Background: an optimization exercise with open tools, aiming at a short achievable clock period and few clock cycles. Do not read the settings as production practice. Function was checked by simulation only, so behaviour that the tests miss may differ from the original. Power is estimated from default activity; no workload was simulated.

==> build 62: inputs <==
Design BSV32I_SSC, start of the top module:
module BSV32I_SSC#(
parameter DataWidth=32,
parameter AddrWidth=10,
parameter RegAddrWidth=5
)
(
    input  clock,
    input  reset,
    input  [DataWidth-1:0]program_in,
    input  [AddrWidth-1:0]address_in,
    input  [DataWidth-1:0]Inst_mem_dataOut,Data_mem_dataOut,
    output logic [DataWidth-1:0]Inst_mem_dataIn,Data_mem_dataIn,
    output logic [AddrWidth-1:0]Inst_mem_address,Data_mem_address,
    output logic Inst_mem_read_en,Data_mem_read_en,
    output logic Inst_mem_write_en,Data_mem_write_en,
    output logic [2:0]func3,
    output logic [DataWidth-1:0]reg_out
);
Settings: LEC_CHECK=0, ABC_CLOCK_PERIOD_IN_PS=2500, CAP_MARGIN=20, CORE_MARGIN=2, CORE_UTILIZATION=40, SETUP_SLACK_MARGIN=5, SLEW_MARGIN=20, TNS_END_PERCENT=20; clock period 9.0 ns.
standard.sh (not shown) runs the stock make flow with config.mk's settings and CLKGATE_MAP_FILE= SYNTH_SCRIPT=/design/flow/synth_recipe.tcl, a recipe that flattens the netlist after the stock synthesis.
==> flow/flow/run.sh <==
#!/bin/bash
set -o pipefail
bash standard.sh SETUP_SLACK_MARGIN=7 finish > make_flow.log 2>&1
==> inputs of trial 36, as changes to build 62 <==
--- a/flow/design.v
+++ b/flow/design.v
@@ -77,10 +77,11 @@
 logic [31:0] IR;                         
 logic [9:0]  pcD;
 logic        validD, predD;
 logic [31:0] rf1D, rf2D;
 logic        fE1D, fE2D, fM1D, fM2D;
+logic        bE1D, bE2D, bM1D, bM2D;     
 logic [31:0] aE, bxE, sdE, linkE;        
 logic [9:0]  altE;
 logic [4:0]  rdE;
 logic [2:0]  f3E;
 logic        rwE, ldE, stE, brE, jalrE, predE, subE, sraE;
@@ -171,14 +172,14 @@
 logic [9:0]  altD;
 logic        earlyOK, eqD, ltD, ltuD, takenD, redirectD;
 logic        early1, early2, earlyEq;
 logic        eqRR, eqMR, eqRM, luRR, luMR, luRM, ltRR, ltMR, ltRM, aeR1, aeR2, aeM;
 logic        m1, m2;
-assign early1  = ~fE1 & ~(ldM & fM1);          
-assign early2  = ~fE2 & ~(ldM & fM2);
+assign early1  = ~bE1D & ~(ldM & bM1D);          
+assign early2  = ~bE2D & ~(ldM & bM2D);
 assign earlyEq = validD & isBR & ~f3[2] & ~f3[1] & s_addE & ~stall &
-                 ((fE1 & early2) | (fE2 & early1) | (fE1 & fE2));
+                 ((bE1D & early2) | (bE2D & early1) | (bE1D & bE2D));
 assign earlyOK = (validD & isBR & early1 & early2) | earlyEq;
 assign eqRR = (rf1D == rf2D);
 assign eqMR = (resM == rf2D);
 assign eqRM = (rf1D == resM);
 assign luRR = ltu32(rf1D, rf2D);
@@ -188,24 +189,33 @@
 assign ltMR = (resM[31] != rf2D[31]) ? resM[31] : luMR;
 assign ltRM = (rf1D[31] != resM[31]) ? rf1D[31] : luRM;
 assign aeR1 = addeq(aE, bxE, subE, rf1D);
 assign aeR2 = addeq(aE, bxE, subE, rf2D);
 assign aeM  = addeq(aE, bxE, subE, resM);
-assign m1 = fM1 & ~fE1;
-assign m2 = fM2 & ~fE2;
+assign m1 = bM1D & ~bE1D;
+assign m2 = bM2D & ~bE2D;
 always_comb begin
-    if (fE1 & fE2)    begin eqD = 1'b1;  ltuD = 1'b0; ltD = 1'b0; end
-    else if (fE1)     begin eqD = m2 ? aeM : aeR2; ltuD = 1'b0; ltD = 1'b0; end
-    else if (fE2)     begin eqD = m1 ? aeM : aeR1; ltuD = 1'b0; ltD = 1'b0; end
+    if (bE1D & bE2D)    begin eqD = 1'b1;  ltuD = 1'b0; ltD = 1'b0; end
+    else if (bE1D)     begin eqD = m2 ? aeM : aeR2; ltuD = 1'b0; ltD = 1'b0; end
+    else if (bE2D)     begin eqD = m1 ? aeM : aeR1; ltuD = 1'b0; ltD = 1'b0; end
     else if (m1 & m2) begin eqD = 1'b1;  ltuD = 1'b0; ltD = 1'b0; end
     else if (m1)      begin eqD = eqMR;  ltuD = luMR; ltD = ltMR; end
     else if (m2)      begin eqD = eqRM;  ltuD = luRM; ltD = ltRM; end
     else              begin eqD = eqRR;  ltuD = luRR; ltD = ltRR; end
 end
 assign takenD = f3[2] ? ((f3[1] ? ltuD : ltD) ^ f3[0]) : (eqD ^ f3[0]);
-assign redirectD = earlyOK & (takenD ^ predD) & ~redirect;
-assign altD = predD ? pcD1 : brTgtD;
+logic [11:0] jS, jC, jT, jTR, jTM, jTE;
+logic        jalrOK;
+assign jalrOK = validD & isJALR & ~stall & (bE1D ? s_addE : ~(ldM & bM1D));
+assign jS  = aE[11:0] ^ bxE[11:0] ^ immI[11:0];
+assign jC  = {(aE[10:0] & bxE[10:0]) | (aE[10:0] & immI[10:0]) | (bxE[10:0] & immI[10:0]), subE};
+assign jTE = jS + jC;
+assign jTM = resM[11:0] + immI[11:0];
+assign jTR = rf1D[11:0] + immI[11:0];
+assign jT  = bE1D ? jTE : bM1D ? jTM : jTR;
+assign redirectD = (earlyOK & (takenD ^ predD)) | jalrOK;    
+assign altD = isJALR ? jT[11:2] : predD ? pcD1 : brTgtD;
 assign subD = isBR | ((isOP | isOPI) & ((f3 == 3'b010) | (f3 == 3'b011)))
                    | (isOP & (f3 == 3'b000) & IR[30]);
 always_ff @(posedge clock) begin
     aE    <= aNext;
     bxE   <= bNext ^ {32{subD}};
@@ -235,11 +245,11 @@
     end else begin
         rwE   <= writes;
         ldE   <= isLD;
         stE   <= isST;
         brE   <= isBR & ~earlyOK;
-        jalrE <= isJALR;
+        jalrE <= isJALR & ~jalrOK;
     end
 end
 function automatic [9:0] add10(input [9:0] x, input [9:0] y);
     logic [9:0] g, p, g1, p1, g2, p2, g3, p3, g4;
     g = x & y;
@@ -252,41 +262,51 @@
     p3 = p2 & {p2[5:0], 4'b0};
     g4 = g3 | (p3 & {g3[1:0], 8'b0});
     add10 = p ^ {g4[8:0], 1'b0};
 endfunction
 logic [31:0] inst;
-logic        predF, predTake;
-logic [9:0]  offJ, offBF, tgtJ, tgtB, pcF1, tgtF, pcSeq;
+logic        predF;
+logic [9:0]  offJ, offBF, tgtJ, tgtB, pcF1, tgtF, fetchNext;
 assign inst  = Inst_mem_dataOut;
 assign offJ  = {inst[20], inst[30:22]};
 assign offBF = {inst[7], inst[30:25], inst[11:9]};
 assign tgtJ  = add10(pcF, offJ);
 assign tgtB  = add10(pcF, offBF);
 assign tgtF  = inst[2] ? tgtJ : tgtB;
 assign pcF1  = pcF + 10'd1;
-assign predF = (inst[6:2] == OP_JAL) | ((inst[6:2] == OP_BR) & inst[31]);
-assign predTake = predF & ~redirect & ~redirectD & ~stall;
-assign pcSeq = redirect ? redirPC : redirectD ? altD : stall ? pcF : pcF1;
+assign predF = (inst[6:2] == OP_JAL) |
+               ((inst[6:2] == OP_BR) & (inst[31] | (inst[14:12] == 3'b001)));
+assign fetchNext = stall ? pcF : predF ? tgtF : pcF1;
 always_ff @(posedge clock) begin
     if (reset)
         pcF <= 10'd0;
     else
-        pcF <= predTake ? tgtF : pcSeq;
+        pcF <= redirect ? redirPC : redirectD ? altD : fetchNext;
 end
 logic [4:0]  rs1F, rs2F;
+logic        brF;
 logic [31:0] rdF1, rdF2;
 assign rs1F = inst[19:15];
+assign brF  = (inst[6:2] == OP_BR) | (inst[6:2] == OP_JALR);
 assign rs2F = inst[24:20];
 assign rdF1 = (rs1F == 5'd0) ? 32'd0 : regs[rs1F];
 assign rdF2 = (rs2F == 5'd0) ? 32'd0 : regs[rs2F];
 always_ff @(posedge clock) begin
     if (!stall) begin
         fE1D <= validD & writes & (rd == rs1F);
         fE2D <= validD & writes & (rd == rs2F);
         fM1D <= rwE & (rdE == rs1F);
         fM2D <= rwE & (rdE == rs2F);
+        bE1D <= validD & writes & (rd == rs1F) & brF;
+        bE2D <= validD & writes & (rd == rs2F) & brF;
+        bM1D <= rwE & (rdE == rs1F) & brF;
+        bM2D <= rwE & (rdE == rs2F) & brF;
     end else begin
+        bE1D <= 1'b0;
+        bE2D <= 1'b0;
+        bM1D <= rwE & (rdE == rs1) & (isBR | isJALR);
+        bM2D <= rwE & (rdE == rs2) & (isBR | isJALR);
         fE1D <= 1'b0;
         fE2D <= 1'b0;
         fM1D <= rwE & (rdE == rs1);
         fM2D <= rwE & (rdE == rs2);
     end
==> flow/flow/run.sh (replaced) <==
#!/bin/bash
set -o pipefail
bash standard.sh SETUP_SLACK_MARGIN=6 finish > make_flow.log 2>&1
==> flow/config.mk (replaced) <==
export PLATFORM = sky130hd
export DESIGN_NAME = BSV32I_SSC
export DESIGN_NICKNAME = BSV32I_SSC
export VERILOG_FILES = /design/flow/design.v
export SDC_FILE = /design/flow/constraint.sdc
export NUM_CORES = 4
export LEC_CHECK = 0
export ABC_CLOCK_PERIOD_IN_PS = 2500
export CAP_MARGIN = 45
export CORE_MARGIN = 2
export CORE_UTILIZATION = 45
export PLACE_DENSITY = 0.65
export SETUP_SLACK_MARGIN = 5
export SLEW_MARGIN = 45
==> inputs of trial 57, as changes to build 62 <==
--- a/flow/design.v
+++ b/flow/design.v
@@ -77,10 +77,11 @@
 logic [31:0] IR;                         
 logic [9:0]  pcD;
 logic        validD, predD;
 logic [31:0] rf1D, rf2D;
 logic        fE1D, fE2D, fM1D, fM2D;
+logic        bE1D, bE2D, bM1D, bM2D;     
 logic [31:0] aE, bxE, sdE, linkE;        
 logic [9:0]  altE;
 logic [4:0]  rdE;
 logic [2:0]  f3E;
 logic        rwE, ldE, stE, brE, jalrE, predE, subE, sraE;
@@ -171,14 +172,14 @@
 logic [9:0]  altD;
 logic        earlyOK, eqD, ltD, ltuD, takenD, redirectD;
 logic        early1, early2, earlyEq;
 logic        eqRR, eqMR, eqRM, luRR, luMR, luRM, ltRR, ltMR, ltRM, aeR1, aeR2, aeM;
 logic        m1, m2;
-assign early1  = ~fE1 & ~(ldM & fM1);          
-assign early2  = ~fE2 & ~(ldM & fM2);
+assign early1  = ~bE1D & ~(ldM & bM1D);          
+assign early2  = ~bE2D & ~(ldM & bM2D);
 assign earlyEq = validD & isBR & ~f3[2] & ~f3[1] & s_addE & ~stall &
-                 ((fE1 & early2) | (fE2 & early1) | (fE1 & fE2));
+                 ((bE1D & early2) | (bE2D & early1) | (bE1D & bE2D));
 assign earlyOK = (validD & isBR & early1 & early2) | earlyEq;
 assign eqRR = (rf1D == rf2D);
 assign eqMR = (resM == rf2D);
 assign eqRM = (rf1D == resM);
 assign luRR = ltu32(rf1D, rf2D);
@@ -188,24 +189,33 @@
 assign ltMR = (resM[31] != rf2D[31]) ? resM[31] : luMR;
 assign ltRM = (rf1D[31] != resM[31]) ? rf1D[31] : luRM;
 assign aeR1 = addeq(aE, bxE, subE, rf1D);
 assign aeR2 = addeq(aE, bxE, subE, rf2D);
 assign aeM  = addeq(aE, bxE, subE, resM);
-assign m1 = fM1 & ~fE1;
-assign m2 = fM2 & ~fE2;
+assign m1 = bM1D & ~bE1D;
+assign m2 = bM2D & ~bE2D;
 always_comb begin
-    if (fE1 & fE2)    begin eqD = 1'b1;  ltuD = 1'b0; ltD = 1'b0; end
-    else if (fE1)     begin eqD = m2 ? aeM : aeR2; ltuD = 1'b0; ltD = 1'b0; end
-    else if (fE2)     begin eqD = m1 ? aeM : aeR1; ltuD = 1'b0; ltD = 1'b0; end
+    if (bE1D & bE2D)    begin eqD = 1'b1;  ltuD = 1'b0; ltD = 1'b0; end
+    else if (bE1D)     begin eqD = m2 ? aeM : aeR2; ltuD = 1'b0; ltD = 1'b0; end
+    else if (bE2D)     begin eqD = m1 ? aeM : aeR1; ltuD = 1'b0; ltD = 1'b0; end
     else if (m1 & m2) begin eqD = 1'b1;  ltuD = 1'b0; ltD = 1'b0; end
     else if (m1)      begin eqD = eqMR;  ltuD = luMR; ltD = ltMR; end
     else if (m2)      begin eqD = eqRM;  ltuD = luRM; ltD = ltRM; end
     else              begin eqD = eqRR;  ltuD = luRR; ltD = ltRR; end
 end
 assign takenD = f3[2] ? ((f3[1] ? ltuD : ltD) ^ f3[0]) : (eqD ^ f3[0]);
-assign redirectD = earlyOK & (takenD ^ predD) & ~redirect;
-assign altD = predD ? pcD1 : brTgtD;
+logic [11:0] jS, jC, jT, jTR, jTM, jTE;
+logic        jalrOK;
+assign jalrOK = validD & isJALR & ~stall & (bE1D ? s_addE : ~(ldM & bM1D));
+assign jS  = aE[11:0] ^ bxE[11:0] ^ immI[11:0];
+assign jC  = {(aE[10:0] & bxE[10:0]) | (aE[10:0] & immI[10:0]) | (bxE[10:0] & immI[10:0]), subE};
+assign jTE = jS + jC;
+assign jTM = resM[11:0] + immI[11:0];
+assign jTR = rf1D[11:0] + immI[11:0];
+assign jT  = bE1D ? jTE : bM1D ? jTM : jTR;
+assign redirectD = ((earlyOK & (takenD ^ predD)) | jalrOK) & ~redirect;
+assign altD = isJALR ? jT[11:2] : predD ? pcD1 : brTgtD;
 assign subD = isBR | ((isOP | isOPI) & ((f3 == 3'b010) | (f3 == 3'b011)))
                    | (isOP & (f3 == 3'b000) & IR[30]);
 always_ff @(posedge clock) begin
     aE    <= aNext;
     bxE   <= bNext ^ {32{subD}};
@@ -235,11 +245,11 @@
     end else begin
         rwE   <= writes;
         ldE   <= isLD;
         stE   <= isST;
         brE   <= isBR & ~earlyOK;
-        jalrE <= isJALR;
+        jalrE <= isJALR & ~jalrOK;
     end
 end
 function automatic [9:0] add10(input [9:0] x, input [9:0] y);
     logic [9:0] g, p, g1, p1, g2, p2, g3, p3, g4;
     g = x & y;
@@ -261,32 +271,43 @@
 assign offBF = {inst[7], inst[30:25], inst[11:9]};
 assign tgtJ  = add10(pcF, offJ);
 assign tgtB  = add10(pcF, offBF);
 assign tgtF  = inst[2] ? tgtJ : tgtB;
 assign pcF1  = pcF + 10'd1;
-assign predF = (inst[6:2] == OP_JAL) | ((inst[6:2] == OP_BR) & inst[31]);
+assign predF = (inst[6:2] == OP_JAL) |
+               ((inst[6:2] == OP_BR) & (inst[31] | (inst[14:12] == 3'b001)));
 assign predTake = predF & ~redirect & ~redirectD & ~stall;
 assign pcSeq = redirect ? redirPC : redirectD ? altD : stall ? pcF : pcF1;
 always_ff @(posedge clock) begin
     if (reset)
         pcF <= 10'd0;
     else
         pcF <= predTake ? tgtF : pcSeq;
 end
 logic [4:0]  rs1F, rs2F;
+logic        brF;
 logic [31:0] rdF1, rdF2;
 assign rs1F = inst[19:15];
+assign brF  = (inst[6:2] == OP_BR) | (inst[6:2] == OP_JALR);
 assign rs2F = inst[24:20];
 assign rdF1 = (rs1F == 5'd0) ? 32'd0 : regs[rs1F];
 assign rdF2 = (rs2F == 5'd0) ? 32'd0 : regs[rs2F];
 always_ff @(posedge clock) begin
     if (!stall) begin
         fE1D <= validD & writes & (rd == rs1F);
         fE2D <= validD & writes & (rd == rs2F);
         fM1D <= rwE & (rdE == rs1F);
         fM2D <= rwE & (rdE == rs2F);
+        bE1D <= validD & writes & (rd == rs1F) & brF;
+        bE2D <= validD & writes & (rd == rs2F) & brF;
+        bM1D <= rwE & (rdE == rs1F) & brF;
+        bM2D <= rwE & (rdE == rs2F) & brF;
     end else begin
+        bE1D <= 1'b0;
+        bE2D <= 1'b0;
+        bM1D <= rwE & (rdE == rs1) & (isBR | isJALR);
+        bM2D <= rwE & (rdE == rs2) & (isBR | isJALR);
         fE1D <= 1'b0;
         fE2D <= 1'b0;
         fM1D <= rwE & (rdE == rs1);
         fM2D <= rwE & (rdE == rs2);
     end
==> flow/config.mk (replaced) <==
export PLATFORM = sky130hd
export DESIGN_NAME = BSV32I_SSC
export DESIGN_NICKNAME = BSV32I_SSC
export VERILOG_FILES = /design/flow/design.v
export SDC_FILE = /design/flow/constraint.sdc
export NUM_CORES = 4
export LEC_CHECK = 0
export ABC_CLOCK_PERIOD_IN_PS = 2500
export CAP_MARGIN = 30
export CORE_MARGIN = 2
export CORE_UTILIZATION = 35
export SETUP_SLACK_MARGIN = 5
export SLEW_MARGIN = 30
==> run summary <==
| item | build 62 | trial 36 | trial 57 |
|---|---|---|---|
| Hold Vio Cnt, Final | 0 | 0 | - |
| Layout fillers | 16.23k | 13.89k | - |
| Final-layout non-clock buffer area share | 15.19% | 11.86% | - |
| Max-capacitance violation count | 2 | 0 | - |
| Highest Signal Layer | met5 | met5 | - |
| Part of the total power dissipated in sequential elements | 38.0% | 37.9% | - |
| Non-clock buffer count | 1252 | 973 | - |
| Growth of design area from synthesis to finish | 37.57% | 32.20% | - |
| DRC violations left | 0 | 0 | - |
| Post-route fraction of the period consumed by the critical path | 46.73% | 45.03% | - |
| Endpoint of the most critical setup path | rf2D[26] | bxE[20] | - |
| Sequential cell count | 1404 | 1408 | - |
| Clock insertion delay at the later pin of the skew report | 0.90 ns | 0.87 ns | - |
| FF/Latch Area | 0.03913 sq mm | 0.03921 sq mm | - |
| Starting density of the core | 40.14% | 45.29% | 35.18% |
| Tap cell count | 2672 | 2370 | - |
| Total number of vias | 74.22k | 74.11k | - |
| Minimum setup slack in the final design | 4.795 ns | 4.948 ns | - |
| Result of the run | complete, but fails checks | finished clean | stopped before the end |
| Stage where the flow stopped | - | - | 5_1_grt |
| Reasons for failing layout checks | capacitance limit, slew limit | - | - |
| Syn avg cell area | 11.02 sq um | 10.90 sq um | 11.00 sq um |
| Area after detailed placement | 0.08612 sq mm | 0.08722 sq mm | 0.08836 sq mm |
Testbench counts of build 62, summed over its fixed seeds: cycles 59,681.
Testbench counts of trial 36, summed over its fixed seeds: cycles 58,910.
Testbench counts of trial 57, summed over its fixed seeds: cycles 58,910.

afterwards: timing with drivers on the ports:
In the flow no input, the clock included, has a driving cell. The finished layouts below were timed again as built, in two steps.
Step 1 assumes that a clkbuf_16 drives the clock port and a buf_2 every other input.
Step 2 moves the port delays by t, midway between the first and last clock arrival at a register: inputs arrive t later, outputs are due t later. That takes back most of the time a late clock gives input paths.
Three values: ideal ports, drivers, drivers and shift; two values: the first two.
run | t, ns | setup WS [ns] | latest minus earliest clock arrival (ns) | worst register clock-pin slew, ns
build 62 | 0.947 | 4.795 / 4.496 / 3.549 | 0.108 / 0.108 | 0.08 / 0.08
trial 36 | 0.952 | 4.948 / 4.948 / 4.093 | 0.096 / 0.097 | 0.07 / 0.07
The setup slack of build 62, which loses most, moves by -0.299 ns with the drivers and by -1.246 ns with both steps.
